This is an optimization exercise on Yosys and OpenROAD, whose aim is small area, a short achievable clock period and few clock cycles per item, not a production implementation. No functional check of the RTL was part of any run shown here. Power and IR drop assume default switching activity.

==> flow/design.v (outline; a module is shown in full before it is edited, if it fits) <==
// module wallace_multi: 1536 lines
// module mao21: 3 lines
// module mxor2: 3 lines
// module mfa: 4 lines
// module mha: 4 lines
// module mbs: 5 lines
// module ma22o: 3 lines
// module mxor: 3 lines
module wallace_multi (
    input clk,
    input rst,
    input [15:0] a,
    input [15:0] b,
    output reg [31:0] p,
    output reg done
);
  // ...
==> flow/flow/run.sh <==
#!/bin/bash
set -euo pipefail
export BUFFER_PORTS_ARGS="-buffer_cell sky130_fd_sc_hd__buf_1"
bash standard.sh finish > orfs_make.log 2>&1
==> flow/standard.sh <==
#!/bin/bash
# synth_recipe.tcl (not shown) runs the flow's synth.tcl, then flattens the netlist and writes it again
# the make line also repeats each setting of config.mk as NAME=value (left out here)
make -C /OpenROAD-flow-scripts/flow DESIGN_CONFIG=/design/flow/config.mk WORK_HOME=/design/flow/orfs CLKGATE_MAP_FILE= SYNTH_SCRIPT=/design/flow/synth_recipe.tcl "${@:-finish}"
==> flow/config.mk <==
export PLATFORM = sky130hd
export DESIGN_NAME = wallace_multi
export DESIGN_NICKNAME = wallace_multi
export VERILOG_FILES = /design/flow/design.v
export SDC_FILE = /design/flow/constraint.sdc
export NUM_CORES = 4
export LEC_CHECK = 0
export CAP_MARGIN = 20
export CORE_MARGIN = 2
export CORE_UTILIZATION = 40
export CTS_BUF_LIST = sky130_fd_sc_hd__clkbuf_8
export CTS_CLUSTER_DIAMETER = 80
export CTS_CLUSTER_SIZE = 16
export SETUP_SLACK_MARGIN = 1.9
export SLEW_MARGIN = 20
export SYNTH_HIERARCHICAL = 1
==> flow/constraint.sdc <==
create_clock -name core_clock -period 4.0 [get_ports {clk}]
set_input_delay 0.8000 -clock core_clock [delete_from_list [all_inputs] [get_ports {clk}]]
set_output_delay 0.8000 -clock core_clock [all_outputs]
set_load 0.01 [all_outputs]
==> impl_metrics.py, run 1 <==
metrics = {
    "layout": {
        "top_register": "p",
        "multi_input_area_share_pct": 50.96,
        "multi_input_comb_cells": 575,
        "area_growth_syn_to_layout_pct": 12.75,
        "final_nets": 1108,
        "clock_cell_area_share_pct": 2.728,
    },
    "power_and_ir_drop": {
        "power_uw": 9008,
    },
    "placement": {
        "dp_cells": 1226,
        "place_ws_ns": 1.607,
        "gp_congestion": 0.8533,
    },
    "clock_network": {
        "cts_buffers": 18,
        "clock_sinks": 229,
    },
    "synth": {
        "synth.area.top_cells": "dfxtp_1 41%, fa_1 21%, xor2_1 13%",
        "synthSimpleGateAreaFrac_pct": 3.756,
        "synth_area_mm2": 0.01086,
        "ys_seq_area_share_pct": 42.40,
        "yosysUniqueCellTypes": 20,
    },
    "grt": {
        "busiest_layer": "met2",
    },
    "route": {
        "viasPerCell": 5.055,
        "first_pass_iters": 4,
    },
    "floorplanning": {
        "dieWidth_um": 168.8,
        "start_util_pct": 40.52,
    },
    "run_status": {
        "outcome": "timing/DRC/antenna clean",
    },
    "worst_setup_path": {
        "reg2reg_slack_ns": 1.95,
    },
    "sta": {
        "setup_tns_ns": 0,
    },
}
==> inputs of run 2 (changes only) <==
==> flow/design.v (replaced) <==
module wallace_multi (
    input clk,
    input rst,
    input [15:0] a,
    input [15:0] b,
    output reg [31:0] p,
    output reg done
);
    wire c225;
    wire c227;
    wire c229;
    wire c231;
    wire c233;
    wire c235;
    wire c237;
    wire c239;
    wire c243;
    wire c245;
    wire c247;
    wire c251;
    wire c253;
    wire c255;
    wire c257;
    wire c261;
    wire c263;
    wire c265;
    wire c270;
    wire c273;
    wire c275;
    wire c277;
    wire c279;
    wire c284;
    wire c286;
    wire c288;
    wire c290;
    wire c292;
    wire c297;
    wire c299;
    wire c301;
    wire c303;
    wire c305;
    wire c307;
    wire c312;
    wire c314;
    wire c316;
    wire c318;
    wire c320;
    wire c322;
    wire c327;
    wire c329;
    wire c331;
    wire c333;
    wire c335;
    wire c337;
    wire c339;
    wire c344;
    wire c346;
    wire c348;
    wire c350;
    wire c352;
    wire c354;
    wire c359;
    wire c363;
    wire c365;
    wire c367;
    wire c369;
    wire c371;
    wire c373;
    wire c375;
    wire c380;
    wire c382;
    wire c384;
    wire c386;
    wire c388;
    wire c390;
    wire c392;
    wire c397;
    wire c400;
    wire c402;
    wire c404;
    wire c406;
    wire c408;
    wire c410;
    wire c415;
    wire c418;
    wire c420;
    wire c422;
    wire c424;
    wire c426;
    wire c428;
    wire c433;
    wire c436;
    wire c438;
    wire c440;
    wire c442;
    wire c444;
    wire c449;
    wire c452;
    wire c454;
    wire c456;
    wire c458;
    wire c460;
    wire c465;
    wire c468;
    wire c470;
    wire c472;
    wire c474;
    wire c479;
    wire c482;
    wire c484;
    wire c486;
    wire c488;
    wire c493;
    wire c496;
    wire c498;
    wire c500;
    wire c502;
    wire c506;
    wire c508;
    wire c510;
    wire c512;
    wire c517;
    wire c519;
    wire c521;
    wire c526;
    wire c528;
    wire c530;
    wire c532;
    wire c534;
    wire c536;
    wire c538;
    wire c540;
    wire c542;
    wire c544;
    wire c546;
    wire c548;
    wire c550;
    wire c552;
    wire c555;
    wire c557;
    wire c559;
    wire c561;
    wire c563;
    wire c565;
    wire c567;
    wire c569;
    wire c571;
    wire c573;
    wire c575;
    wire c577;
    wire c579;
    wire c581;
    wire c583;
    wire c585;
    wire c587;
    wire c589;
    wire c591;
    wire c593;
    wire c596;
    wire c600;
    wire c604;
    wire c606;
    wire c608;
    wire n1;
    wire n2;
    wire n3;
    wire n4;
    wire n5;
    wire n6;
    wire n7;
    wire n8;
    wire n9;
    wire n10;
    wire n11;
    wire n12;
    wire n13;
    wire n14;
    wire n15;
    wire n19;
    wire n22;
    wire n24;
    wire n26;
    wire n28;
    wire n30;
    wire n32;
    wire n34;
    wire n36;
    wire n38;
    wire n40;
    wire n42;
    wire n44;
    wire n46;
    wire n48;
    wire n50;
    wire n51;
    wire n52;
    wire n55;
    wire n57;
    wire n58;
    wire n59;
    wire n60;
    wire n61;
    wire n62;
    wire n63;
    wire n64;
    wire n65;
    wire n66;
    wire n67;
    wire n68;
    wire n69;
    wire n70;
    wire n71;
    wire n72;
    wire n73;
    wire n76;
    wire n78;
    wire n79;
    wire n80;
    wire n81;
    wire n82;
    wire n83;
    wire n84;
    wire n85;
    wire n86;
    wire n87;
    wire n88;
    wire n89;
    wire n90;
    wire n91;
    wire n92;
    wire n93;
    wire n94;
    wire n97;
    wire n99;
    wire n100;
    wire n101;
    wire n102;
    wire n103;
    wire n104;
    wire n105;
    wire n106;
    wire n107;
    wire n108;
    wire n109;
    wire n110;
    wire n111;
    wire n112;
    wire n113;
    wire n114;
    wire n115;
    wire n118;
    wire n120;
    wire n121;
    wire n122;
    wire n123;
    wire n124;
    wire n125;
    wire n126;
    wire n127;
    wire n128;
    wire n129;
    wire n130;
    wire n131;
    wire n132;
    wire n133;
    wire n134;
    wire n135;
    wire n136;
    wire n139;
    wire n141;
    wire n142;
    wire n143;
    wire n144;
    wire n145;
    wire n146;
    wire n147;
    wire n148;
    wire n149;
    wire n150;
    wire n151;
    wire n152;
    wire n153;
    wire n154;
    wire n155;
    wire n156;
    wire n157;
    wire n160;
    wire n162;
    wire n163;
    wire n164;
    wire n165;
    wire n166;
    wire n167;
    wire n168;
    wire n169;
    wire n170;
    wire n171;
    wire n172;
    wire n173;
    wire n174;
    wire n175;
    wire n176;
    wire n177;
    wire n178;
    wire n181;
    wire n183;
    wire n184;
    wire n185;
    wire n186;
    wire n187;
    wire n188;
    wire n189;
    wire n190;
    wire n191;
    wire n192;
    wire n193;
    wire n194;
    wire n195;
    wire n196;
    wire n197;
    wire n198;
    wire n199;
    wire n200;
    wire n201;
    wire n202;
    wire n203;
    wire n204;
    wire n205;
    wire n206;
    wire n207;
    wire n208;
    wire n209;
    wire n210;
    wire n211;
    wire n212;
    wire n213;
    wire n214;
    wire n215;
    wire n216;
    wire n217;
    wire n218;
    wire n219;
    wire n220;
    wire n221;
    wire n222;
    wire n223;
    wire n609;
    wire n610;
    wire n611;
    wire n612;
    wire n613;
    wire n614;
    wire n615;
    wire n616;
    wire n617;
    wire n618;
    wire n619;
    wire n620;
    wire n621;
    wire n622;
    wire n623;
    wire n624;
    wire n625;
    wire n626;
    wire n627;
    wire n628;
    wire n629;
    wire n630;
    wire n631;
    wire n632;
    wire n633;
    wire n634;
    wire n635;
    wire n636;
    wire n637;
    wire n638;
    wire n639;
    wire n640;
    wire n641;
    wire n643;
    wire n645;
    wire n646;
    wire n647;
    wire n648;
    wire n649;
    wire n653;
    wire n655;
    wire n656;
    wire n657;
    wire n658;
    wire n659;
    wire n662;
    wire n663;
    wire n665;
    wire n667;
    wire n668;
    wire n669;
    wire n672;
    wire n673;
    wire n674;
    wire n675;
    wire n679;
    wire n681;
    wire n684;
    wire n685;
    wire n686;
    wire n687;
    wire n688;
    wire n689;
    wire n690;
    wire n691;
    wire n692;
    wire n693;
    wire n696;
    wire n697;
    wire n698;
    wire n699;
    wire n700;
    wire n701;
    wire n705;
    wire n707;
    wire n708;
    wire n709;
    wire n712;
    wire n713;
    wire n716;
    wire n717;
    wire n720;
    wire n721;
    wire n722;
    wire n723;
    wire n724;
    wire n725;
    wire n726;
    wire n727;
    wire n728;
    wire n729;
    wire n730;
    wire n731;
    wire n734;
    wire n735;
    wire n738;
    wire n739;
    wire n742;
    wire n743;
    wire n746;
    wire n747;
    wire n750;
    wire n751;
    wire n754;
    wire n755;
    wire n758;
    wire n759;
    wire n762;
    wire n763;
    wire n766;
    wire n767;
    wire n772;
    wire n773;
    wire n774;
    wire n775;
    wire n776;
    wire n777;
    wire n778;
    wire n779;
    wire n780;
    wire n781;
    wire n782;
    wire n783;
    wire n784;
    wire n785;
    wire n787;
    wire n788;
    wire n790;
    wire n791;
    wire n793;
    wire n794;
    wire n796;
    wire n797;
    wire n799;
    wire n800;
    wire n802;
    wire n803;
    wire n805;
    wire n806;
    wire n808;
    wire n809;
    wire n811;
    wire n812;
    wire n815;
    reg r16;
    reg r17;
    reg r18;
    reg r20;
    reg r21;
    reg r23;
    reg r25;
    reg r27;
    reg r29;
    reg r31;
    reg r33;
    reg r35;
    reg r37;
    reg r39;
    reg r41;
    reg r43;
    reg r45;
    reg r47;
    reg r49;
    reg r53;
    reg r54;
    reg r56;
    reg r74;
    reg r75;
    reg r77;
    reg r95;
    reg r96;
    reg r98;
    reg r116;
    reg r117;
    reg r119;
    reg r137;
    reg r138;
    reg r140;
    reg r158;
    reg r159;
    reg r161;
    reg r179;
    reg r180;
    reg r182;
    reg r240;
    reg r241;
    reg r248;
    reg r249;
    reg r258;
    reg r259;
    reg r266;
    reg r267;
    reg r268;
    reg r271;
    reg r280;
    reg r281;
    reg r282;
    reg r293;
    reg r294;
    reg r295;
    reg r308;
    reg r309;
    reg r310;
    reg r323;
    reg r324;
    reg r325;
    reg r340;
    reg r341;
    reg r342;
    reg r355;
    reg r356;
    reg r357;
    reg r360;
    reg r361;
    reg r376;
    reg r377;
    reg r378;
    reg r393;
    reg r394;
    reg r395;
    reg r398;
    reg r411;
    reg r412;
    reg r413;
    reg r416;
    reg r429;
    reg r430;
    reg r431;
    reg r434;
    reg r445;
    reg r446;
    reg r447;
    reg r450;
    reg r461;
    reg r462;
    reg r463;
    reg r466;
    reg r475;
    reg r476;
    reg r477;
    reg r480;
    reg r489;
    reg r490;
    reg r491;
    reg r494;
    reg r503;
    reg r504;
    reg r513;
    reg r514;
    reg r515;
    reg r522;
    reg r523;
    reg r524;
    reg r553;
    reg r594;
    reg r597;
    reg r598;
    reg r601;
    reg r602;
    reg r642;
    reg r644;
    reg r650;
    reg r651;
    reg r652;
    reg r654;
    reg r660;
    reg r661;
    reg r664;
    reg r666;
    reg r670;
    reg r671;
    reg r676;
    reg r677;
    reg r678;
    reg r680;
    reg r682;
    reg r683;
    reg r694;
    reg r695;
    reg r702;
    reg r703;
    reg r704;
    reg r706;
    reg r710;
    reg r711;
    reg r714;
    reg r715;
    reg r718;
    reg r719;
    reg r732;
    reg r733;
    reg r736;
    reg r737;
    reg r740;
    reg r741;
    reg r744;
    reg r745;
    reg r748;
    reg r749;
    reg r752;
    reg r753;
    reg r756;
    reg r757;
    reg r760;
    reg r761;
    reg r764;
    reg r765;
    reg r768;
    reg r769;
    reg r770;
    reg r771;
    reg r786;
    reg r789;
    reg r792;
    reg r795;
    reg r798;
    reg r801;
    reg r804;
    reg r807;
    reg r810;
    reg r813;
    reg r814;
    reg r816;
    reg r817;
    reg r818;
    reg r819;
    reg r820;
    reg r821;
    reg r822;
    reg r823;
    reg r824;
    reg r825;
    reg r826;
    reg r827;
    reg r828;
    reg r829;
    reg r830;
    reg r831;
    reg r832;
    reg r833;
    wire s224;
    wire s226;
    wire s228;
    wire s230;
    wire s232;
    wire s234;
    wire s236;
    wire s238;
    wire s242;
    wire s244;
    wire s246;
    wire s250;
    wire s252;
    wire s254;
    wire s256;
    wire s260;
    wire s262;
    wire s264;
    wire s269;
    wire s272;
    wire s274;
    wire s276;
    wire s278;
    wire s283;
    wire s285;
    wire s287;
    wire s289;
    wire s291;
    wire s296;
    wire s298;
    wire s300;
    wire s302;
    wire s304;
    wire s306;
    wire s311;
    wire s313;
    wire s315;
    wire s317;
    wire s319;
    wire s321;
    wire s326;
    wire s328;
    wire s330;
    wire s332;
    wire s334;
    wire s336;
    wire s338;
    wire s343;
    wire s345;
    wire s347;
    wire s349;
    wire s351;
    wire s353;
    wire s358;
    wire s362;
    wire s364;
    wire s366;
    wire s368;
    wire s370;
    wire s372;
    wire s374;
    wire s379;
    wire s381;
    wire s383;
    wire s385;
    wire s387;
    wire s389;
    wire s391;
    wire s396;
    wire s399;
    wire s401;
    wire s403;
    wire s405;
    wire s407;
    wire s409;
    wire s414;
    wire s417;
    wire s419;
    wire s421;
    wire s423;
    wire s425;
    wire s427;
    wire s432;
    wire s435;
    wire s437;
    wire s439;
    wire s441;
    wire s443;
    wire s448;
    wire s451;
    wire s453;
    wire s455;
    wire s457;
    wire s459;
    wire s464;
    wire s467;
    wire s469;
    wire s471;
    wire s473;
    wire s478;
    wire s481;
    wire s483;
    wire s485;
    wire s487;
    wire s492;
    wire s495;
    wire s497;
    wire s499;
    wire s501;
    wire s505;
    wire s507;
    wire s509;
    wire s511;
    wire s516;
    wire s518;
    wire s520;
    wire s525;
    wire s527;
    wire s529;
    wire s531;
    wire s533;
    wire s535;
    wire s537;
    wire s539;
    wire s541;
    wire s543;
    wire s545;
    wire s547;
    wire s549;
    wire s551;
    wire s554;
    wire s556;
    wire s558;
    wire s560;
    wire s562;
    wire s564;
    wire s566;
    wire s568;
    wire s570;
    wire s572;
    wire s574;
    wire s576;
    wire s578;
    wire s580;
    wire s582;
    wire s584;
    wire s586;
    wire s588;
    wire s590;
    wire s592;
    wire s595;
    wire s599;
    wire s603;
    wire s605;
    wire s607;
    assign n1 = b[1] & ~b[0];
    assign n2 = b[2] ^ b[1];
    assign n3 = (b[3] & ~b[2] & ~b[1]) | (~b[3] & b[2] & b[1]);
    assign n4 = b[4] ^ b[3];
    assign n5 = (b[5] & ~b[4] & ~b[3]) | (~b[5] & b[4] & b[3]);
    assign n6 = b[6] ^ b[5];
    assign n7 = (b[7] & ~b[6] & ~b[5]) | (~b[7] & b[6] & b[5]);
    assign n8 = b[8] ^ b[7];
    assign n9 = (b[9] & ~b[8] & ~b[7]) | (~b[9] & b[8] & b[7]);
    assign n10 = b[10] ^ b[9];
    assign n11 = (b[11] & ~b[10] & ~b[9]) | (~b[11] & b[10] & b[9]);
    assign n12 = b[12] ^ b[11];
    assign n13 = (b[13] & ~b[12] & ~b[11]) | (~b[13] & b[12] & b[11]);
    assign n14 = b[14] ^ b[13];
    assign n15 = (b[15] & ~b[14] & ~b[13]) | (~b[15] & b[14] & b[13]);
    always @(posedge clk) begin
        r16 <= b[0];
        r17 <= a[0];
        r18 <= b[1];
        r20 <= a[1];
        r21 <= n1;
        r23 <= a[2];
        r25 <= a[3];
        r27 <= a[4];
        r29 <= a[5];
        r31 <= a[6];
        r33 <= a[7];
        r35 <= a[8];
        r37 <= a[9];
        r39 <= a[10];
        r41 <= a[11];
        r43 <= a[12];
        r45 <= a[13];
        r47 <= a[14];
        r49 <= a[15];
        r53 <= n2;
        r54 <= b[3];
        r56 <= n3;
        r74 <= n4;
        r75 <= b[5];
        r77 <= n5;
        r95 <= n6;
        r96 <= b[7];
        r98 <= n7;
        r116 <= n8;
        r117 <= b[9];
        r119 <= n9;
        r137 <= n10;
        r138 <= b[11];
        r140 <= n11;
        r158 <= n12;
        r159 <= b[13];
        r161 <= n13;
        r179 <= n14;
        r180 <= b[15];
        r182 <= n15;
    end
    assign n19 = (r16 & r17) ^ r18;
    mbs un22 (.one(r16), .a1(r20), .two(r21), .a0(r17), .neg(r18), .x(n22));
    mbs un24 (.one(r16), .a1(r23), .two(r21), .a0(r20), .neg(r18), .x(n24));
    mbs un26 (.one(r16), .a1(r25), .two(r21), .a0(r23), .neg(r18), .x(n26));
    mbs un28 (.one(r16), .a1(r27), .two(r21), .a0(r25), .neg(r18), .x(n28));
    mbs un30 (.one(r16), .a1(r29), .two(r21), .a0(r27), .neg(r18), .x(n30));
    mbs un32 (.one(r16), .a1(r31), .two(r21), .a0(r29), .neg(r18), .x(n32));
    mbs un34 (.one(r16), .a1(r33), .two(r21), .a0(r31), .neg(r18), .x(n34));
    mbs un36 (.one(r16), .a1(r35), .two(r21), .a0(r33), .neg(r18), .x(n36));
    mbs un38 (.one(r16), .a1(r37), .two(r21), .a0(r35), .neg(r18), .x(n38));
    mbs un40 (.one(r16), .a1(r39), .two(r21), .a0(r37), .neg(r18), .x(n40));
    mbs un42 (.one(r16), .a1(r41), .two(r21), .a0(r39), .neg(r18), .x(n42));
    mbs un44 (.one(r16), .a1(r43), .two(r21), .a0(r41), .neg(r18), .x(n44));
    mbs un46 (.one(r16), .a1(r45), .two(r21), .a0(r43), .neg(r18), .x(n46));
    mbs un48 (.one(r16), .a1(r47), .two(r21), .a0(r45), .neg(r18), .x(n48));
    mbs un50 (.one(r16), .a1(r49), .two(r21), .a0(r47), .neg(r18), .x(n50));
    assign n51 = (r21 & r49) ^ r18;
    assign n52 = ~r18;
    assign n55 = (r53 & r17) ^ r54;
    mbs un57 (.one(r53), .a1(r20), .two(r56), .a0(r17), .neg(r54), .x(n57));
    mbs un58 (.one(r53), .a1(r23), .two(r56), .a0(r20), .neg(r54), .x(n58));
    mbs un59 (.one(r53), .a1(r25), .two(r56), .a0(r23), .neg(r54), .x(n59));
    mbs un60 (.one(r53), .a1(r27), .two(r56), .a0(r25), .neg(r54), .x(n60));
    mbs un61 (.one(r53), .a1(r29), .two(r56), .a0(r27), .neg(r54), .x(n61));
    mbs un62 (.one(r53), .a1(r31), .two(r56), .a0(r29), .neg(r54), .x(n62));
    mbs un63 (.one(r53), .a1(r33), .two(r56), .a0(r31), .neg(r54), .x(n63));
    mbs un64 (.one(r53), .a1(r35), .two(r56), .a0(r33), .neg(r54), .x(n64));
    mbs un65 (.one(r53), .a1(r37), .two(r56), .a0(r35), .neg(r54), .x(n65));
    mbs un66 (.one(r53), .a1(r39), .two(r56), .a0(r37), .neg(r54), .x(n66));
    mbs un67 (.one(r53), .a1(r41), .two(r56), .a0(r39), .neg(r54), .x(n67));
    mbs un68 (.one(r53), .a1(r43), .two(r56), .a0(r41), .neg(r54), .x(n68));
    mbs un69 (.one(r53), .a1(r45), .two(r56), .a0(r43), .neg(r54), .x(n69));
    mbs un70 (.one(r53), .a1(r47), .two(r56), .a0(r45), .neg(r54), .x(n70));
    mbs un71 (.one(r53), .a1(r49), .two(r56), .a0(r47), .neg(r54), .x(n71));
    assign n72 = (r56 & r49) ^ r54;
    assign n73 = ~r54;
    assign n76 = (r74 & r17) ^ r75;
    mbs un78 (.one(r74), .a1(r20), .two(r77), .a0(r17), .neg(r75), .x(n78));
    mbs un79 (.one(r74), .a1(r23), .two(r77), .a0(r20), .neg(r75), .x(n79));
    mbs un80 (.one(r74), .a1(r25), .two(r77), .a0(r23), .neg(r75), .x(n80));
    mbs un81 (.one(r74), .a1(r27), .two(r77), .a0(r25), .neg(r75), .x(n81));
    mbs un82 (.one(r74), .a1(r29), .two(r77), .a0(r27), .neg(r75), .x(n82));
    mbs un83 (.one(r74), .a1(r31), .two(r77), .a0(r29), .neg(r75), .x(n83));
    mbs un84 (.one(r74), .a1(r33), .two(r77), .a0(r31), .neg(r75), .x(n84));
    mbs un85 (.one(r74), .a1(r35), .two(r77), .a0(r33), .neg(r75), .x(n85));
    mbs un86 (.one(r74), .a1(r37), .two(r77), .a0(r35), .neg(r75), .x(n86));
    mbs un87 (.one(r74), .a1(r39), .two(r77), .a0(r37), .neg(r75), .x(n87));
    mbs un88 (.one(r74), .a1(r41), .two(r77), .a0(r39), .neg(r75), .x(n88));
    mbs un89 (.one(r74), .a1(r43), .two(r77), .a0(r41), .neg(r75), .x(n89));
    mbs un90 (.one(r74), .a1(r45), .two(r77), .a0(r43), .neg(r75), .x(n90));
    mbs un91 (.one(r74), .a1(r47), .two(r77), .a0(r45), .neg(r75), .x(n91));
    mbs un92 (.one(r74), .a1(r49), .two(r77), .a0(r47), .neg(r75), .x(n92));
    assign n93 = (r77 & r49) ^ r75;
    assign n94 = ~r75;
    assign n97 = (r95 & r17) ^ r96;
    mbs un99 (.one(r95), .a1(r20), .two(r98), .a0(r17), .neg(r96), .x(n99));
    mbs un100 (.one(r95), .a1(r23), .two(r98), .a0(r20), .neg(r96), .x(n100));
    mbs un101 (.one(r95), .a1(r25), .two(r98), .a0(r23), .neg(r96), .x(n101));
    mbs un102 (.one(r95), .a1(r27), .two(r98), .a0(r25), .neg(r96), .x(n102));
    mbs un103 (.one(r95), .a1(r29), .two(r98), .a0(r27), .neg(r96), .x(n103));
    mbs un104 (.one(r95), .a1(r31), .two(r98), .a0(r29), .neg(r96), .x(n104));
    mbs un105 (.one(r95), .a1(r33), .two(r98), .a0(r31), .neg(r96), .x(n105));
    mbs un106 (.one(r95), .a1(r35), .two(r98), .a0(r33), .neg(r96), .x(n106));
    mbs un107 (.one(r95), .a1(r37), .two(r98), .a0(r35), .neg(r96), .x(n107));
    mbs un108 (.one(r95), .a1(r39), .two(r98), .a0(r37), .neg(r96), .x(n108));
    mbs un109 (.one(r95), .a1(r41), .two(r98), .a0(r39), .neg(r96), .x(n109));
    mbs un110 (.one(r95), .a1(r43), .two(r98), .a0(r41), .neg(r96), .x(n110));
    mbs un111 (.one(r95), .a1(r45), .two(r98), .a0(r43), .neg(r96), .x(n111));
    mbs un112 (.one(r95), .a1(r47), .two(r98), .a0(r45), .neg(r96), .x(n112));
    mbs un113 (.one(r95), .a1(r49), .two(r98), .a0(r47), .neg(r96), .x(n113));
    assign n114 = (r98 & r49) ^ r96;
    assign n115 = ~r96;
    assign n118 = (r116 & r17) ^ r117;
    mbs un120 (.one(r116), .a1(r20), .two(r119), .a0(r17), .neg(r117), .x(n120));
    mbs un121 (.one(r116), .a1(r23), .two(r119), .a0(r20), .neg(r117), .x(n121));
    mbs un122 (.one(r116), .a1(r25), .two(r119), .a0(r23), .neg(r117), .x(n122));
    mbs un123 (.one(r116), .a1(r27), .two(r119), .a0(r25), .neg(r117), .x(n123));
    mbs un124 (.one(r116), .a1(r29), .two(r119), .a0(r27), .neg(r117), .x(n124));
    mbs un125 (.one(r116), .a1(r31), .two(r119), .a0(r29), .neg(r117), .x(n125));
    mbs un126 (.one(r116), .a1(r33), .two(r119), .a0(r31), .neg(r117), .x(n126));
    mbs un127 (.one(r116), .a1(r35), .two(r119), .a0(r33), .neg(r117), .x(n127));
    mbs un128 (.one(r116), .a1(r37), .two(r119), .a0(r35), .neg(r117), .x(n128));
    mbs un129 (.one(r116), .a1(r39), .two(r119), .a0(r37), .neg(r117), .x(n129));
    mbs un130 (.one(r116), .a1(r41), .two(r119), .a0(r39), .neg(r117), .x(n130));
    mbs un131 (.one(r116), .a1(r43), .two(r119), .a0(r41), .neg(r117), .x(n131));
    mbs un132 (.one(r116), .a1(r45), .two(r119), .a0(r43), .neg(r117), .x(n132));
    mbs un133 (.one(r116), .a1(r47), .two(r119), .a0(r45), .neg(r117), .x(n133));
    mbs un134 (.one(r116), .a1(r49), .two(r119), .a0(r47), .neg(r117), .x(n134));
    assign n135 = (r119 & r49) ^ r117;
    assign n136 = ~r117;
    assign n139 = (r137 & r17) ^ r138;
    mbs un141 (.one(r137), .a1(r20), .two(r140), .a0(r17), .neg(r138), .x(n141));
    mbs un142 (.one(r137), .a1(r23), .two(r140), .a0(r20), .neg(r138), .x(n142));
    mbs un143 (.one(r137), .a1(r25), .two(r140), .a0(r23), .neg(r138), .x(n143));
    mbs un144 (.one(r137), .a1(r27), .two(r140), .a0(r25), .neg(r138), .x(n144));
    mbs un145 (.one(r137), .a1(r29), .two(r140), .a0(r27), .neg(r138), .x(n145));
    mbs un146 (.one(r137), .a1(r31), .two(r140), .a0(r29), .neg(r138), .x(n146));
    mbs un147 (.one(r137), .a1(r33), .two(r140), .a0(r31), .neg(r138), .x(n147));
    mbs un148 (.one(r137), .a1(r35), .two(r140), .a0(r33), .neg(r138), .x(n148));
    mbs un149 (.one(r137), .a1(r37), .two(r140), .a0(r35), .neg(r138), .x(n149));
    mbs un150 (.one(r137), .a1(r39), .two(r140), .a0(r37), .neg(r138), .x(n150));
    mbs un151 (.one(r137), .a1(r41), .two(r140), .a0(r39), .neg(r138), .x(n151));
    mbs un152 (.one(r137), .a1(r43), .two(r140), .a0(r41), .neg(r138), .x(n152));
    mbs un153 (.one(r137), .a1(r45), .two(r140), .a0(r43), .neg(r138), .x(n153));
    mbs un154 (.one(r137), .a1(r47), .two(r140), .a0(r45), .neg(r138), .x(n154));
    mbs un155 (.one(r137), .a1(r49), .two(r140), .a0(r47), .neg(r138), .x(n155));
    assign n156 = (r140 & r49) ^ r138;
    assign n157 = ~r138;
    assign n160 = (r158 & r17) ^ r159;
    mbs un162 (.one(r158), .a1(r20), .two(r161), .a0(r17), .neg(r159), .x(n162));
    mbs un163 (.one(r158), .a1(r23), .two(r161), .a0(r20), .neg(r159), .x(n163));
    mbs un164 (.one(r158), .a1(r25), .two(r161), .a0(r23), .neg(r159), .x(n164));
    mbs un165 (.one(r158), .a1(r27), .two(r161), .a0(r25), .neg(r159), .x(n165));
    mbs un166 (.one(r158), .a1(r29), .two(r161), .a0(r27), .neg(r159), .x(n166));
    mbs un167 (.one(r158), .a1(r31), .two(r161), .a0(r29), .neg(r159), .x(n167));
    mbs un168 (.one(r158), .a1(r33), .two(r161), .a0(r31), .neg(r159), .x(n168));
    mbs un169 (.one(r158), .a1(r35), .two(r161), .a0(r33), .neg(r159), .x(n169));
    mbs un170 (.one(r158), .a1(r37), .two(r161), .a0(r35), .neg(r159), .x(n170));
    mbs un171 (.one(r158), .a1(r39), .two(r161), .a0(r37), .neg(r159), .x(n171));
    mbs un172 (.one(r158), .a1(r41), .two(r161), .a0(r39), .neg(r159), .x(n172));
    mbs un173 (.one(r158), .a1(r43), .two(r161), .a0(r41), .neg(r159), .x(n173));
    mbs un174 (.one(r158), .a1(r45), .two(r161), .a0(r43), .neg(r159), .x(n174));
    mbs un175 (.one(r158), .a1(r47), .two(r161), .a0(r45), .neg(r159), .x(n175));
    mbs un176 (.one(r158), .a1(r49), .two(r161), .a0(r47), .neg(r159), .x(n176));
    assign n177 = (r161 & r49) ^ r159;
    assign n178 = ~r159;
    assign n181 = (r179 & r17) ^ r180;
    mbs un183 (.one(r179), .a1(r20), .two(r182), .a0(r17), .neg(r180), .x(n183));
    mbs un184 (.one(r179), .a1(r23), .two(r182), .a0(r20), .neg(r180), .x(n184));
    mbs un185 (.one(r179), .a1(r25), .two(r182), .a0(r23), .neg(r180), .x(n185));
    mbs un186 (.one(r179), .a1(r27), .two(r182), .a0(r25), .neg(r180), .x(n186));
    mbs un187 (.one(r179), .a1(r29), .two(r182), .a0(r27), .neg(r180), .x(n187));
    mbs un188 (.one(r179), .a1(r31), .two(r182), .a0(r29), .neg(r180), .x(n188));
    mbs un189 (.one(r179), .a1(r33), .two(r182), .a0(r31), .neg(r180), .x(n189));
    mbs un190 (.one(r179), .a1(r35), .two(r182), .a0(r33), .neg(r180), .x(n190));
    mbs un191 (.one(r179), .a1(r37), .two(r182), .a0(r35), .neg(r180), .x(n191));
    mbs un192 (.one(r179), .a1(r39), .two(r182), .a0(r37), .neg(r180), .x(n192));
    mbs un193 (.one(r179), .a1(r41), .two(r182), .a0(r39), .neg(r180), .x(n193));
    mbs un194 (.one(r179), .a1(r43), .two(r182), .a0(r41), .neg(r180), .x(n194));
    mbs un195 (.one(r179), .a1(r45), .two(r182), .a0(r43), .neg(r180), .x(n195));
    mbs un196 (.one(r179), .a1(r47), .two(r182), .a0(r45), .neg(r180), .x(n196));
    mbs un197 (.one(r179), .a1(r49), .two(r182), .a0(r47), .neg(r180), .x(n197));
    assign n198 = (r182 & r49) ^ r180;
    assign n199 = ~r180;
    assign n200 = r180 & r17;
    assign n201 = r180 & r20;
    assign n202 = r180 & r23;
    assign n203 = r180 & r25;
    assign n204 = r180 & r27;
    assign n205 = r180 & r29;
    assign n206 = r180 & r31;
    assign n207 = r180 & r33;
    assign n208 = r180 & r35;
    assign n209 = r180 & r37;
    assign n210 = r180 & r39;
    assign n211 = r180 & r41;
    assign n212 = r180 & r43;
    assign n213 = r180 & r45;
    assign n214 = r180 & r47;
    assign n215 = r180 & r49;
    assign n216 = ~n201;
    assign n217 = ~n201;
    assign n218 = ~n204;
    assign n219 = ~n206;
    assign n220 = ~n208;
    assign n221 = ~n210;
    assign n222 = ~n212;
    assign n223 = ~n214;
    mha us224 (.a(r54), .b(n24), .s(s224), .co(c225));
    mha us226 (.a(n26), .b(n57), .s(s226), .co(c227));
    mfa us228 (.a(r75), .b(n28), .c(n58), .s(s228), .co(c229));
    mha us230 (.a(n76), .b(c227), .s(s230), .co(c231));
    mfa us232 (.a(n30), .b(n59), .c(n78), .s(s232), .co(c233));
    mfa us234 (.a(c229), .b(s232), .c(c231), .s(s234), .co(c235));
    mfa us236 (.a(r96), .b(n32), .c(n60), .s(s236), .co(c237));
    mfa us238 (.a(n79), .b(n97), .c(c233), .s(s238), .co(c239));
    mfa us244 (.a(n34), .b(n61), .c(n80), .s(s244), .co(c245));
    mfa us246 (.a(n99), .b(c237), .c(s244), .s(s246), .co(c247));
    mfa us252 (.a(r117), .b(n36), .c(n62), .s(s252), .co(c253));
    mfa us254 (.a(n81), .b(n100), .c(n118), .s(s254), .co(c255));
    mfa us256 (.a(c245), .b(s252), .c(s254), .s(s256), .co(c257));
    mfa us262 (.a(n38), .b(n63), .c(n82), .s(s262), .co(c263));
    mfa us264 (.a(n101), .b(n120), .c(c253), .s(s264), .co(c265));
    mfa us274 (.a(r138), .b(n40), .c(n64), .s(s274), .co(c275));
    mfa us276 (.a(n83), .b(n102), .c(n121), .s(s276), .co(c277));
    mfa us278 (.a(n139), .b(c263), .c(s274), .s(s278), .co(c279));
    mfa us287 (.a(n42), .b(n65), .c(n84), .s(s287), .co(c288));
    mfa us289 (.a(n103), .b(n122), .c(n141), .s(s289), .co(c290));
    mfa us291 (.a(c275), .b(c277), .c(s287), .s(s291), .co(c292));
    mfa us300 (.a(r159), .b(n44), .c(n66), .s(s300), .co(c301));
    mfa us302 (.a(n85), .b(n104), .c(n123), .s(s302), .co(c303));
    mfa us304 (.a(n142), .b(n160), .c(c288), .s(s304), .co(c305));
    mfa us306 (.a(c290), .b(s300), .c(s302), .s(s306), .co(c307));
    mfa us315 (.a(n46), .b(n67), .c(n86), .s(s315), .co(c316));
    mfa us317 (.a(n105), .b(n124), .c(n143), .s(s317), .co(c318));
    mfa us319 (.a(n162), .b(c301), .c(c303), .s(s319), .co(c320));
    mfa us321 (.a(s315), .b(s317), .c(c305), .s(s321), .co(c322));
    mfa us330 (.a(r180), .b(n48), .c(n68), .s(s330), .co(c331));
    mfa us332 (.a(n87), .b(n106), .c(n125), .s(s332), .co(c333));
    mfa us334 (.a(n144), .b(n163), .c(n181), .s(s334), .co(c335));
    mfa us336 (.a(c316), .b(c318), .c(s330), .s(s336), .co(c337));
    mfa us338 (.a(s332), .b(s334), .c(c320), .s(s338), .co(c339));
    mfa us347 (.a(n50), .b(n69), .c(n88), .s(s347), .co(c348));
    mfa us349 (.a(n107), .b(n126), .c(n145), .s(s349), .co(c350));
    mfa us351 (.a(n164), .b(n183), .c(c331), .s(s351), .co(c352));
    mfa us353 (.a(c333), .b(c335), .c(s347), .s(s353), .co(c354));
    mfa us366 (.a(n200), .b(n51), .c(n70), .s(s366), .co(c367));
    mfa us368 (.a(n89), .b(n108), .c(n127), .s(s368), .co(c369));
    mfa us370 (.a(n146), .b(n165), .c(n184), .s(s370), .co(c371));
    mfa us372 (.a(c348), .b(c350), .c(s366), .s(s372), .co(c373));
    mfa us374 (.a(s368), .b(s370), .c(c352), .s(s374), .co(c375));
    mfa us383 (.a(n52), .b(n216), .c(n71), .s(s383), .co(c384));
    mfa us385 (.a(n90), .b(n109), .c(n128), .s(s385), .co(c386));
    mfa us387 (.a(n147), .b(n166), .c(n185), .s(s387), .co(c388));
    mfa us389 (.a(c367), .b(c369), .c(c371), .s(s389), .co(c390));
    mfa us391 (.a(s383), .b(s385), .c(s387), .s(s391), .co(c392));
    mfa us401 (.a(n202), .b(n217), .c(n72), .s(s401), .co(c402));
    mfa us403 (.a(n91), .b(n110), .c(n129), .s(s403), .co(c404));
    mfa us405 (.a(n148), .b(n167), .c(n186), .s(s405), .co(c406));
    mfa us407 (.a(c384), .b(c386), .c(c388), .s(s407), .co(c408));
    mfa us409 (.a(s401), .b(s403), .c(s405), .s(s409), .co(c410));
    mfa us419 (.a(n73), .b(n203), .c(n201), .s(s419), .co(c420));
    mfa us421 (.a(n92), .b(n111), .c(n130), .s(s421), .co(c422));
    mfa us423 (.a(n149), .b(n168), .c(n187), .s(s423), .co(c424));
    mfa us425 (.a(s419), .b(c402), .c(c404), .s(s425), .co(c426));
    mfa us427 (.a(c406), .b(s421), .c(s423), .s(s427), .co(c428));
    mfa us437 (.a(n218), .b(n93), .c(n112), .s(s437), .co(c438));
    mfa us439 (.a(n131), .b(n150), .c(n169), .s(s439), .co(c440));
    mfa us441 (.a(n188), .b(c420), .c(c422), .s(s441), .co(c442));
    mfa us443 (.a(c424), .b(s437), .c(s439), .s(s443), .co(c444));
    mfa us453 (.a(n94), .b(n205), .c(n204), .s(s453), .co(c454));
    mfa us455 (.a(n113), .b(n132), .c(n151), .s(s455), .co(c456));
    mfa us457 (.a(n170), .b(n189), .c(s453), .s(s457), .co(c458));
    mfa us459 (.a(c438), .b(c440), .c(s455), .s(s459), .co(c460));
    mfa us469 (.a(n219), .b(n114), .c(n133), .s(s469), .co(c470));
    mfa us471 (.a(n152), .b(n171), .c(n190), .s(s471), .co(c472));
    mfa us473 (.a(c454), .b(c456), .c(s469), .s(s473), .co(c474));
    mfa us483 (.a(n115), .b(n207), .c(n206), .s(s483), .co(c484));
    mfa us485 (.a(n134), .b(n153), .c(n172), .s(s485), .co(c486));
    mfa us487 (.a(n191), .b(s483), .c(c470), .s(s487), .co(c488));
    mfa us497 (.a(n220), .b(n135), .c(n154), .s(s497), .co(c498));
    mfa us499 (.a(n173), .b(n192), .c(c484), .s(s499), .co(c500));
    mfa us501 (.a(c486), .b(s497), .c(s499), .s(s501), .co(c502));
    mfa us507 (.a(n136), .b(n209), .c(n208), .s(s507), .co(c508));
    mfa us509 (.a(n155), .b(n174), .c(n193), .s(s509), .co(c510));
    mfa us511 (.a(s507), .b(c498), .c(s509), .s(s511), .co(c512));
    mfa us518 (.a(n221), .b(n156), .c(n175), .s(s518), .co(c519));
    mfa us520 (.a(n194), .b(c508), .c(c510), .s(s520), .co(c521));
    mfa us527 (.a(n157), .b(n211), .c(n210), .s(s527), .co(c528));
    mfa us529 (.a(n176), .b(n195), .c(s527), .s(s529), .co(c530));
    mfa us531 (.a(c519), .b(c521), .c(s529), .s(s531), .co(c532));
    mfa us533 (.a(n222), .b(n177), .c(n196), .s(s533), .co(c534));
    mfa us535 (.a(c528), .b(s533), .c(c530), .s(s535), .co(c536));
    mfa us537 (.a(n178), .b(n213), .c(n212), .s(s537), .co(c538));
    mfa us539 (.a(n197), .b(s537), .c(c534), .s(s539), .co(c540));
    mfa us541 (.a(n223), .b(n198), .c(c538), .s(s541), .co(c542));
    mfa us543 (.a(n199), .b(n215), .c(n214), .s(s543), .co(c544));
    mha us545 (.a(n19), .b(r18), .s(s545), .co(c546));
    mha us547 (.a(n55), .b(s224), .s(s547), .co(c548));
    mha us549 (.a(c225), .b(s226), .s(s549), .co(c550));
    mha us551 (.a(s228), .b(s230), .s(s551), .co(c552));
    mha us605 (.a(c540), .b(s541), .s(s605), .co(c606));
    mha us607 (.a(c542), .b(s543), .s(s607), .co(c608));
    assign n609 = n22 & c546;
    assign n610 = n22 & s545;
    mao21 un611 (.g(c550), .p(s549), .c(c548), .y(n611));
    assign n612 = s549 & s547;
    assign n613 = s234 & c552;
    assign n614 = s234 & s551;
    mao21 un638 (.g(c608), .p(s607), .c(c606), .y(n638));
    assign n639 = s607 & s605;
    mao21 un640 (.g(n611), .p(n612), .c(n609), .y(n640));
    assign n641 = n612 & n610;
    mao21 un722 (.g(c548), .p(s547), .c(n609), .y(n722));
    assign n723 = s547 & n610;
    mao21 un724 (.g(c552), .p(s551), .c(n640), .y(n724));
    assign n725 = s551 & n641;
    mxor2 un774 (.a(n22), .b(c546), .y(n774));
    mxor2 un775 (.a(s547), .b(n609), .y(n775));
    mxor2 un776 (.a(s549), .b(n722), .y(n776));
    mxor2 un777 (.a(s551), .b(n640), .y(n777));
    mxor2 un778 (.a(s234), .b(n724), .y(n778));
    always @(posedge clk) begin
        r240 <= s236;
        r241 <= s238;
        r248 <= c239;
        r249 <= s246;
        r258 <= c247;
        r259 <= s256;
        r266 <= c255;
        r267 <= s262;
        r268 <= c257;
        r271 <= s264;
        r280 <= s276;
        r281 <= c265;
        r282 <= s278;
        r293 <= s289;
        r294 <= c279;
        r295 <= s291;
        r308 <= c292;
        r309 <= s304;
        r310 <= s306;
        r323 <= c307;
        r324 <= s319;
        r325 <= s321;
        r340 <= s336;
        r341 <= c322;
        r342 <= s338;
        r355 <= s349;
        r356 <= c337;
        r357 <= s351;
        r360 <= s353;
        r361 <= c339;
        r376 <= c354;
        r377 <= s372;
        r378 <= s374;
        r393 <= c373;
        r394 <= s389;
        r395 <= s391;
        r398 <= c375;
        r411 <= c390;
        r412 <= c392;
        r413 <= s407;
        r416 <= s409;
        r429 <= c408;
        r430 <= c410;
        r431 <= s425;
        r434 <= s427;
        r445 <= c426;
        r446 <= c428;
        r447 <= s441;
        r450 <= s443;
        r461 <= c442;
        r462 <= s457;
        r463 <= c444;
        r466 <= s459;
        r475 <= s471;
        r476 <= c458;
        r477 <= c460;
        r480 <= s473;
        r489 <= c472;
        r490 <= s485;
        r491 <= c474;
        r494 <= s487;
        r503 <= c488;
        r504 <= s501;
        r513 <= c500;
        r514 <= s511;
        r515 <= c502;
        r522 <= s518;
        r523 <= c512;
        r524 <= s520;
        r553 <= c235;
        r594 <= s531;
        r597 <= c532;
        r598 <= s535;
        r601 <= c536;
        r602 <= s539;
        r642 <= n613;
        r644 <= n614;
        r660 <= n638;
        r661 <= n639;
        r664 <= n640;
        r666 <= n641;
        r768 <= c606;
        r770 <= s605;
        r813 <= s607;
        r816 <= s545;
        r818 <= n774;
        r820 <= n775;
        r822 <= n776;
        r824 <= n777;
        r826 <= n778;
    end
    mha us242 (.a(r240), .b(r241), .s(s242), .co(c243));
    mha us250 (.a(r248), .b(r249), .s(s250), .co(c251));
    mha us260 (.a(r258), .b(r259), .s(s260), .co(c261));
    mfa us269 (.a(r266), .b(r267), .c(r268), .s(s269), .co(c270));
    mha us272 (.a(r271), .b(c261), .s(s272), .co(c273));
    mfa us283 (.a(r280), .b(r281), .c(r282), .s(s283), .co(c284));
    mfa us285 (.a(c270), .b(s283), .c(c273), .s(s285), .co(c286));
    mfa us296 (.a(r293), .b(r294), .c(r295), .s(s296), .co(c297));
    mha us298 (.a(c284), .b(s296), .s(s298), .co(c299));
    mfa us311 (.a(r308), .b(r309), .c(r310), .s(s311), .co(c312));
    mha us313 (.a(c297), .b(s311), .s(s313), .co(c314));
    mfa us326 (.a(r323), .b(r324), .c(r325), .s(s326), .co(c327));
    mha us328 (.a(c312), .b(s326), .s(s328), .co(c329));
    mfa us343 (.a(r340), .b(r341), .c(r342), .s(s343), .co(c344));
    mha us345 (.a(c327), .b(s343), .s(s345), .co(c346));
    mfa us358 (.a(r355), .b(r356), .c(r357), .s(s358), .co(c359));
    mfa us362 (.a(r360), .b(r361), .c(c344), .s(s362), .co(c363));
    mha us364 (.a(s358), .b(c346), .s(s364), .co(c365));
    mfa us379 (.a(r376), .b(r377), .c(r378), .s(s379), .co(c380));
    mfa us381 (.a(c359), .b(s379), .c(c363), .s(s381), .co(c382));
    mfa us396 (.a(r393), .b(r394), .c(r395), .s(s396), .co(c397));
    mfa us399 (.a(r398), .b(c380), .c(s396), .s(s399), .co(c400));
    mfa us414 (.a(r411), .b(r412), .c(r413), .s(s414), .co(c415));
    mfa us417 (.a(r416), .b(c397), .c(s414), .s(s417), .co(c418));
    mfa us432 (.a(r429), .b(r430), .c(r431), .s(s432), .co(c433));
    mfa us435 (.a(r434), .b(c415), .c(s432), .s(s435), .co(c436));
    mfa us448 (.a(r445), .b(r446), .c(r447), .s(s448), .co(c449));
    mfa us451 (.a(r450), .b(c433), .c(s448), .s(s451), .co(c452));
    mfa us464 (.a(r461), .b(r462), .c(r463), .s(s464), .co(c465));
    mfa us467 (.a(r466), .b(c449), .c(s464), .s(s467), .co(c468));
    mfa us478 (.a(r475), .b(r476), .c(r477), .s(s478), .co(c479));
    mfa us481 (.a(r480), .b(c465), .c(s478), .s(s481), .co(c482));
    mfa us492 (.a(r489), .b(r490), .c(r491), .s(s492), .co(c493));
    mfa us495 (.a(r494), .b(c479), .c(s492), .s(s495), .co(c496));
    mfa us505 (.a(r503), .b(r504), .c(c493), .s(s505), .co(c506));
    mfa us516 (.a(r513), .b(r514), .c(r515), .s(s516), .co(c517));
    mfa us525 (.a(r522), .b(r523), .c(r524), .s(s525), .co(c526));
    mha us554 (.a(r553), .b(s242), .s(s554), .co(c555));
    mha us556 (.a(c243), .b(s250), .s(s556), .co(c557));
    mha us558 (.a(c251), .b(s260), .s(s558), .co(c559));
    mha us560 (.a(s269), .b(s272), .s(s560), .co(c561));
    mha us562 (.a(c286), .b(s298), .s(s562), .co(c563));
    mha us564 (.a(c299), .b(s313), .s(s564), .co(c565));
    mha us566 (.a(c314), .b(s328), .s(s566), .co(c567));
    mha us568 (.a(c329), .b(s345), .s(s568), .co(c569));
    mha us570 (.a(s362), .b(s364), .s(s570), .co(c571));
    mha us572 (.a(c365), .b(s381), .s(s572), .co(c573));
    mha us574 (.a(c382), .b(s399), .s(s574), .co(c575));
    mha us576 (.a(c400), .b(s417), .s(s576), .co(c577));
    mha us578 (.a(c418), .b(s435), .s(s578), .co(c579));
    mha us580 (.a(c436), .b(s451), .s(s580), .co(c581));
    mha us582 (.a(c452), .b(s467), .s(s582), .co(c583));
    mha us584 (.a(c468), .b(s481), .s(s584), .co(c585));
    mha us586 (.a(c482), .b(s495), .s(s586), .co(c587));
    mha us588 (.a(c496), .b(s505), .s(s588), .co(c589));
    mha us590 (.a(c506), .b(s516), .s(s590), .co(c591));
    mha us592 (.a(c517), .b(s525), .s(s592), .co(c593));
    mha us595 (.a(c526), .b(r594), .s(s595), .co(c596));
    mha us599 (.a(r597), .b(r598), .s(s599), .co(c600));
    mha us603 (.a(r601), .b(r602), .s(s603), .co(c604));
    mao21 un615 (.g(c557), .p(s556), .c(c555), .y(n615));
    assign n616 = s556 & s554;
    mao21 un617 (.g(c561), .p(s560), .c(c559), .y(n617));
    assign n618 = s560 & s558;
    assign n619 = s562 & s285;
    mao21 un620 (.g(c567), .p(s566), .c(c565), .y(n620));
    assign n621 = s566 & s564;
    mao21 un622 (.g(c571), .p(s570), .c(c569), .y(n622));
    assign n623 = s570 & s568;
    mao21 un624 (.g(c575), .p(s574), .c(c573), .y(n624));
    assign n625 = s574 & s572;
    mao21 un626 (.g(c579), .p(s578), .c(c577), .y(n626));
    assign n627 = s578 & s576;
    mao21 un628 (.g(c583), .p(s582), .c(c581), .y(n628));
    assign n629 = s582 & s580;
    mao21 un630 (.g(c587), .p(s586), .c(c585), .y(n630));
    assign n631 = s586 & s584;
    mao21 un632 (.g(c591), .p(s590), .c(c589), .y(n632));
    assign n633 = s590 & s588;
    mao21 un634 (.g(c596), .p(s595), .c(c593), .y(n634));
    assign n635 = s595 & s592;
    mao21 un636 (.g(c604), .p(s603), .c(c600), .y(n636));
    assign n637 = s603 & s599;
    mao21 un643 (.g(n615), .p(n616), .c(r642), .y(n643));
    assign n645 = n616 & r644;
    mao21 un646 (.g(c563), .p(n619), .c(n617), .y(n646));
    assign n647 = n619 & n618;
    mao21 un648 (.g(n622), .p(n623), .c(n620), .y(n648));
    assign n649 = n623 & n621;
    mao21 un656 (.g(n630), .p(n631), .c(n628), .y(n656));
    assign n657 = n631 & n629;
    mao21 un658 (.g(n634), .p(n635), .c(n632), .y(n658));
    assign n659 = n635 & n633;
    mao21 un662 (.g(r660), .p(r661), .c(n636), .y(n662));
    assign n663 = r661 & n637;
    mao21 un665 (.g(n643), .p(n645), .c(r664), .y(n665));
    assign n667 = n645 & r666;
    mao21 un668 (.g(n648), .p(n649), .c(n646), .y(n668));
    assign n669 = n649 & n647;
    mao21 un674 (.g(n662), .p(n663), .c(n658), .y(n674));
    assign n675 = n663 & n659;
    mao21 un690 (.g(n646), .p(n647), .c(n665), .y(n690));
    assign n691 = n647 & n667;
    mao21 un698 (.g(r642), .p(r644), .c(r664), .y(n698));
    assign n699 = r644 & r666;
    mao21 un700 (.g(n617), .p(n618), .c(n665), .y(n700));
    assign n701 = n618 & n667;
    mao21 un726 (.g(c555), .p(s554), .c(n698), .y(n726));
    assign n727 = s554 & n699;
    mao21 un728 (.g(c559), .p(s558), .c(n665), .y(n728));
    assign n729 = s558 & n667;
    assign n730 = s285 & n700;
    assign n731 = s285 & n701;
    mxor2 un779 (.a(s554), .b(n698), .y(n779));
    mxor2 un780 (.a(s556), .b(n726), .y(n780));
    mxor2 un781 (.a(s558), .b(n665), .y(n781));
    mxor2 un782 (.a(s560), .b(n728), .y(n782));
    mxor2 un783 (.a(s285), .b(n700), .y(n783));
    mxor2 un784 (.a(s562), .b(n730), .y(n784));
    always @(posedge clk) begin
        r650 <= n626;
        r651 <= n627;
        r652 <= n624;
        r654 <= n625;
        r670 <= n656;
        r671 <= n657;
        r676 <= n668;
        r677 <= n669;
        r678 <= n665;
        r680 <= n667;
        r682 <= n674;
        r683 <= n675;
        r694 <= n658;
        r695 <= n659;
        r702 <= n620;
        r703 <= n621;
        r704 <= n690;
        r706 <= n691;
        r710 <= n628;
        r711 <= n629;
        r714 <= n632;
        r715 <= n633;
        r718 <= n636;
        r719 <= n637;
        r732 <= c565;
        r733 <= s564;
        r736 <= c569;
        r737 <= s568;
        r740 <= c573;
        r741 <= s572;
        r744 <= c577;
        r745 <= s576;
        r748 <= c581;
        r749 <= s580;
        r752 <= c585;
        r753 <= s584;
        r756 <= c589;
        r757 <= s588;
        r760 <= c593;
        r761 <= s592;
        r764 <= c600;
        r765 <= s599;
        r769 <= r768;
        r771 <= r770;
        r786 <= s566;
        r789 <= s570;
        r792 <= s574;
        r795 <= s578;
        r798 <= s582;
        r801 <= s586;
        r804 <= s590;
        r807 <= s595;
        r810 <= s603;
        r814 <= r813;
        r817 <= r816;
        r819 <= r818;
        r821 <= r820;
        r823 <= r822;
        r825 <= r824;
        r827 <= r826;
        r828 <= n779;
        r829 <= n780;
        r830 <= n781;
        r831 <= n782;
        r832 <= n783;
        r833 <= n784;
    end
    mao21 un653 (.g(r650), .p(r651), .c(r652), .y(n653));
    assign n655 = r651 & r654;
    mao21 un672 (.g(r670), .p(r671), .c(n653), .y(n672));
    assign n673 = r671 & n655;
    mao21 un679 (.g(r676), .p(r677), .c(r678), .y(n679));
    assign n681 = r677 & r680;
    mao21 un684 (.g(r682), .p(r683), .c(n672), .y(n684));
    assign n685 = r683 & n673;
    mao21 un686 (.g(n684), .p(n685), .c(n679), .y(n686));
    assign n687 = n685 & n681;
    mao21 un688 (.g(n672), .p(n673), .c(n679), .y(n688));
    assign n689 = n673 & n681;
    mao21 un692 (.g(n653), .p(n655), .c(n679), .y(n692));
    assign n693 = n655 & n681;
    mao21 un696 (.g(r694), .p(r695), .c(n688), .y(n696));
    assign n697 = r695 & n689;
    mao21 un705 (.g(r702), .p(r703), .c(r704), .y(n705));
    assign n707 = r703 & r706;
    mao21 un708 (.g(r652), .p(r654), .c(n679), .y(n708));
    assign n709 = r654 & n681;
    mao21 un712 (.g(r710), .p(r711), .c(n692), .y(n712));
    assign n713 = r711 & n693;
    mao21 un716 (.g(r714), .p(r715), .c(n688), .y(n716));
    assign n717 = r715 & n689;
    mao21 un720 (.g(r718), .p(r719), .c(n696), .y(n720));
    assign n721 = r719 & n697;
    mao21 un734 (.g(r732), .p(r733), .c(r704), .y(n734));
    assign n735 = r733 & r706;
    mao21 un738 (.g(r736), .p(r737), .c(n705), .y(n738));
    assign n739 = r737 & n707;
    mao21 un742 (.g(r740), .p(r741), .c(n679), .y(n742));
    assign n743 = r741 & n681;
    mao21 un746 (.g(r744), .p(r745), .c(n708), .y(n746));
    assign n747 = r745 & n709;
    mao21 un750 (.g(r748), .p(r749), .c(n692), .y(n750));
    assign n751 = r749 & n693;
    mao21 un754 (.g(r752), .p(r753), .c(n712), .y(n754));
    assign n755 = r753 & n713;
    mao21 un758 (.g(r756), .p(r757), .c(n688), .y(n758));
    assign n759 = r757 & n689;
    mao21 un762 (.g(r760), .p(r761), .c(n716), .y(n762));
    assign n763 = r761 & n717;
    mao21 un766 (.g(r764), .p(r765), .c(n696), .y(n766));
    assign n767 = r765 & n697;
    mao21 un772 (.g(r769), .p(r771), .c(n720), .y(n772));
    assign n773 = r771 & n721;
    mxor2 un785 (.a(r733), .b(r704), .y(n785));
    mxor2 un787 (.a(r786), .b(n734), .y(n787));
    mxor2 un788 (.a(r737), .b(n705), .y(n788));
    mxor2 un790 (.a(r789), .b(n738), .y(n790));
    mxor2 un791 (.a(r741), .b(n679), .y(n791));
    mxor2 un793 (.a(r792), .b(n742), .y(n793));
    mxor2 un794 (.a(r745), .b(n708), .y(n794));
    mxor2 un796 (.a(r795), .b(n746), .y(n796));
    mxor2 un797 (.a(r749), .b(n692), .y(n797));
    mxor2 un799 (.a(r798), .b(n750), .y(n799));
    mxor2 un800 (.a(r753), .b(n712), .y(n800));
    mxor2 un802 (.a(r801), .b(n754), .y(n802));
    mxor2 un803 (.a(r757), .b(n688), .y(n803));
    mxor2 un805 (.a(r804), .b(n758), .y(n805));
    mxor2 un806 (.a(r761), .b(n716), .y(n806));
    mxor2 un808 (.a(r807), .b(n762), .y(n808));
    mxor2 un809 (.a(r765), .b(n696), .y(n809));
    mxor2 un811 (.a(r810), .b(n766), .y(n811));
    mxor2 un812 (.a(r771), .b(n720), .y(n812));
    mxor2 un815 (.a(r814), .b(n772), .y(n815));
    always @(posedge clk) p <= {n815, n812, n811, n809, n808, n806, n805, n803, n802, n800, n799, n797, n796, n794, n793, n791, n790, n788, n787, n785, r833, r832, r831, r830, r829, r828, r827, r825, r823, r821, r819, r817};
    reg [2:0] v;
    always @(posedge clk or negedge rst) begin
        if (!rst) begin
            v <= 3'b0;
            done <= 1'b0;
        end else begin
            v <= {v[1:0], 1'b1};
            done <= v[2];
        end
    end
endmodule
module mao21 (input g, input p, input c, output y);
    assign y = g | (p & c);
endmodule
module mxor2 (input a, input b, output y);
    assign y = a ^ b;
endmodule
module mfa (input a, input b, input c, output s, output co);
    assign s = a ^ b ^ c;
    assign co = (a & b) | (a & c) | (b & c);
endmodule
module mha (input a, input b, output s, output co);
    assign s = a ^ b;
    assign co = a & b;
endmodule
module mbs (input one, input a1, input two, input a0, input neg, output x);
    wire m;
    ma22o u0 (.a(one), .b(a1), .c(two), .d(a0), .y(m));
    mxor u1 (.a(m), .b(neg), .y(x));
endmodule
module ma22o (input a, input b, input c, input d, output y);
    assign y = (a & b) | (c & d);
endmodule
module mxor (input a, input b, output y);
    assign y = a ^ b;
endmodule
==> impl_metrics.py, run 2 <==
metrics = {
    "power_and_ir_drop": {
        "leakagePower_uw": 0.005796,
        "ir_worst_vdd_v": 0.0003427,
        "power_uw": 9559,
        "p_per_area_mw_per_mm2": 726.9,
    },
    "synth": {
        "yosysUniqueCellTypes": 21,
        "netlist_top_cells_count": "221 x dfxtp_1, 158 x xor2_1, 120 x a22o_1, 114 x fa_1, 48 x a21o_1",
        "synth_most_common_cell": "dfxtp_1",
        "synth_edf_count": 0,
        "synthSimpleGateAreaFrac_pct": 3.766,
        "netlist.top_cell.by_area": "dfxtp_1",
        "synthMuxAreaShare_pct": 0,
        "synth_ff_type": "dfxtp_1",
        "synth_seq_cells": 225,
        "synth_compound_area_share_pct": 13.40,
        "ys_seq_area_share_pct": 41.90,
        "ys_async_sr_fraction_pct": 1.778,
        "synth_top_area_share_pct": 40.97,
        "synthXorXnorAreaFrac_pct": 14.11,
        "synth-adder-area-share_pct": 25.89,
        "synth_area_mm2": 0.01080,
        "syn_nets": 1010,
        "synth.area.top_cells": "dfxtp_1 41%, fa_1 21%, xor2_1 13%",
        "syn_inst": 821,
        "synth_top_family_by_area": "adder cells",
        "synth_warnings": 7,
        "syn_avg_cell_area_um2": 13.15,
    },
    "placement": {
        "gp_congestion": 0.8268,
        "dp_hpwl_mm": 15.59,
        "portBuffers": 66,
    },
    "floorplanning": {
        "die_area_mm2": 0.02832,
        "rows": 60,
        "fp.dieH_um": 168.3,
        "design.core.area_mm2": 0.02673,
        "start_util_pct": 40.40,
        "ios": 67,
        "dieWidth_um": 168.3,
    },
    "grt": {
        "grt_use_total_pct": 17.21,
        "grt_overflow": 0,
        "grt_pass1_wl_mm": 38.61,
        "grt_start_max_net_pins": 20,
        "grt_pass1_vias": 7155,
        "antenna_found_initial": 0,
    },
    "sta": {
        "drv_slew": 0,
        "max_freq_mhz": 461.6,
        "rsz0062_at_grt": "yes",
        "setup_tns_ns": 0,
        "fin_crit_sh_pct": 54.16,
        "final-hold-violation-count": 0,
        "final-setup-viol-count": 0,
        "hold_ws_ns": 0.08044,
        "min_period_ns": 2.167,
        "clock_skew_ns": 0.03119,
    },
    "layout": {
        "area_growth_syn_to_layout_pct": 21.78,
        "fillers": 2407,
        "final_common_cell": "dfxtp_1",
        "drive_gt1_share_pct": 22.30,
        "top_regs": "p x32, v x3",
        "layout_common_cells": "178 x dfxtp_1, 140 x xor2_1, 120 x a22o_1",
        "largest_reg_flops": 32,
        "seqCellArea_mm2": 0.004678,
        "top_register": "p",
        "multi_input_area_mm2": 0.006539,
        "insertedDiodeCount": 0,
        "final_nets": 1195,
    },
    "run": {
        "drv_cap": 0,
    },
    "route": {
        "drt_iter0_markers": 458,
        "drc": 0,
        "viasPerCell": 5.001,
        "drt_wl_total_mm": 24.16,
        "first_pass_iters": 7,
        "drt.antenna.violating_nets": 0,
        "num_vias": 6751,
        "drt-wirelength-per-cell_um": 17.90,
    },
    "clock_network": {
        "cts_buffer_depth": 3,
        "cts.clk_slew.worst_paths_ns": 0.10,
        "h-tree-depth": 1,
        "cts_tree": "yes",
        "clock_sinks": 225,
        "clock_latency_ns": 0.54,
        "root_buffer": "clkbuf_8",
        "cts_buffers": 18,
    },
    "worst_setup_path": {
        "required_ns": 4.41,
        "path_class": "flip-flop to flip-flop",
        "cp.arrival_ns": 2.58,
        "r2r-end": "r325$_DFF_P_",
        "reg2reg_slack_ns": 1.83,
        "r2r-start": "r53$_DFF_P_",
        "r2r_cells": 5,
        "endpoint_kind": "flip-flop",
        "cp_max_fo": 7,
        "worstSetupStartpointType": "flip-flop",
    },
    "min_path": {
        "hp-class": "input port to async pin",
    },
    "run_status": {
        "outcome": "timing/DRC/antenna clean",
    },
}
[run 2: layout make-up]
cell class | count | share of cell area (%)
Clock buffer | 18 | 1.884
Clock inverter | 5 | 0.2569
Inverter | 15 | 0.4282
Multi-Input combinational cell | 577 | 49.72
Sequential cell | 225 | 35.58
Tap cell | 341 | 3.245
Timing Repair Buffer | 169 | 8.887
[run 2: per-layer routing]
layer / vias up / part of all wire [%] / wire (um) / track usage (%)
met3: 44 / 6.2 / 1506 / 2.797
met5: - / 0 / 0 / 0
met4: 0 / 2.7 / 664 / 5.922
li1: 3168 / - / - / -
met2: 224 / 47 / 11280 / 28.02
met1: 3315 / 44 / 10710 / 23.40
[run 2: cell families (layout without fill, tap and decap cells)]
group / after synthesis / in the layout
AND/OR/NAND/NOR: 72 / 72
other: 1 / 1
AO/OA/AOI/OAI: 175 / 175
flip-flops: 225 / 225
buffers and inverters: 19 / 207
adder cells (fa/ha/maj): 155 / 155
XOR/XNOR: 174 / 174
[run 2: critical path: stages, from the launching register on]
cell and delay [ns]:
dfxtp_4 0.40, a22o_1 0.23, xor2_1 0.16, fa_2 0.42, fa_2 0.41, fa_1 0.43
[run 2: metrics by stage]
step	instances	utilization (%)	worst slack, ns	area [um^2]
finish	1350	49.20	1.833	13150
detailed placement	1224	43.05	1.511	11500
global placement	1224	43.05	1.593	11500
floorplan	821	-	1.667	10870
CTS	1333	47.91	1.856	12800
global route	1350	49.20	1.786	13150
[run 2: what timing repair did]
action,4_1_cts,5_1_grt
resized for setup,80,34
setup buffers,86,17
pin swaps,27,33
hold buffers,0,0
setup endpoints to repair,50,37
[run 2: worst max-delay path by stage]
stage	start	to	cells past startpoint
finish	r53$_DFF_P_	r325$_DFF_P_	5
global placement	r138$_DFF_P_	r594$_DFF_P_	4
floorplan	r180$_DFF_P_	r594$_DFF_P_	7
CTS	r16$_DFF_P_	r282$_DFF_P_	6
global route	r37$_DFF_P_	r325$_DFF_P_	5
detailed placement	r17$_DFF_P_	r826$_DFF_P_	8
[run 2: Yosys stat by module, one instance, submodules excluded, a selection]
module / flops+latches / cells inside / cell area [um^2]
mxor: 0 / 1 / 8.758
mxor2: 0 / 1 / 8.758
ma22o: 0 / 1 / 8.758
mfa: 0 / 1 / 20.02
mao21: 0 / 1 / 7.507
wallace_multi: 225 / 347 / 5269
[run 2: power breakdown]
group	switching [uW]	total [uW]	internal [uW]	leakage, uW
Combinational	2310	4800	2490	0.00372
Clock	708	1130	423	0.000153
Sequential	394	3630	3230	0.00192

==> re-timing with driven ports <==
How much do the figures lean on ideal ports? The routed layouts below were timed once more, with nothing changed but the port constraints.
Step 1 assumes that a clkbuf_16 drives the clock port and a buf_2 every other input.
Step 2 adds t to the input delays and takes it off the output delays; t is the mean of the earliest and latest rising clock arrival at the registers after step 1. Input paths then give back, and output paths get back, about the clock's delay inside the block.
Slacks: ideal / step 1 / step 2; pairs: ideal / step 1.
run | t (ns) | setup slack, ns | worst setup path after step 2 | latest minus earliest clock arrival (ns)
run 1 | 0.570 | 1.949 / 1.949 / 1.949 | register to register | 0.026 / 0.025
run 2 | 0.566 | 1.833 / 1.833 / 1.833 | register to register | 0.034 / 0.033
After both steps every run listed still meets setup and hold.
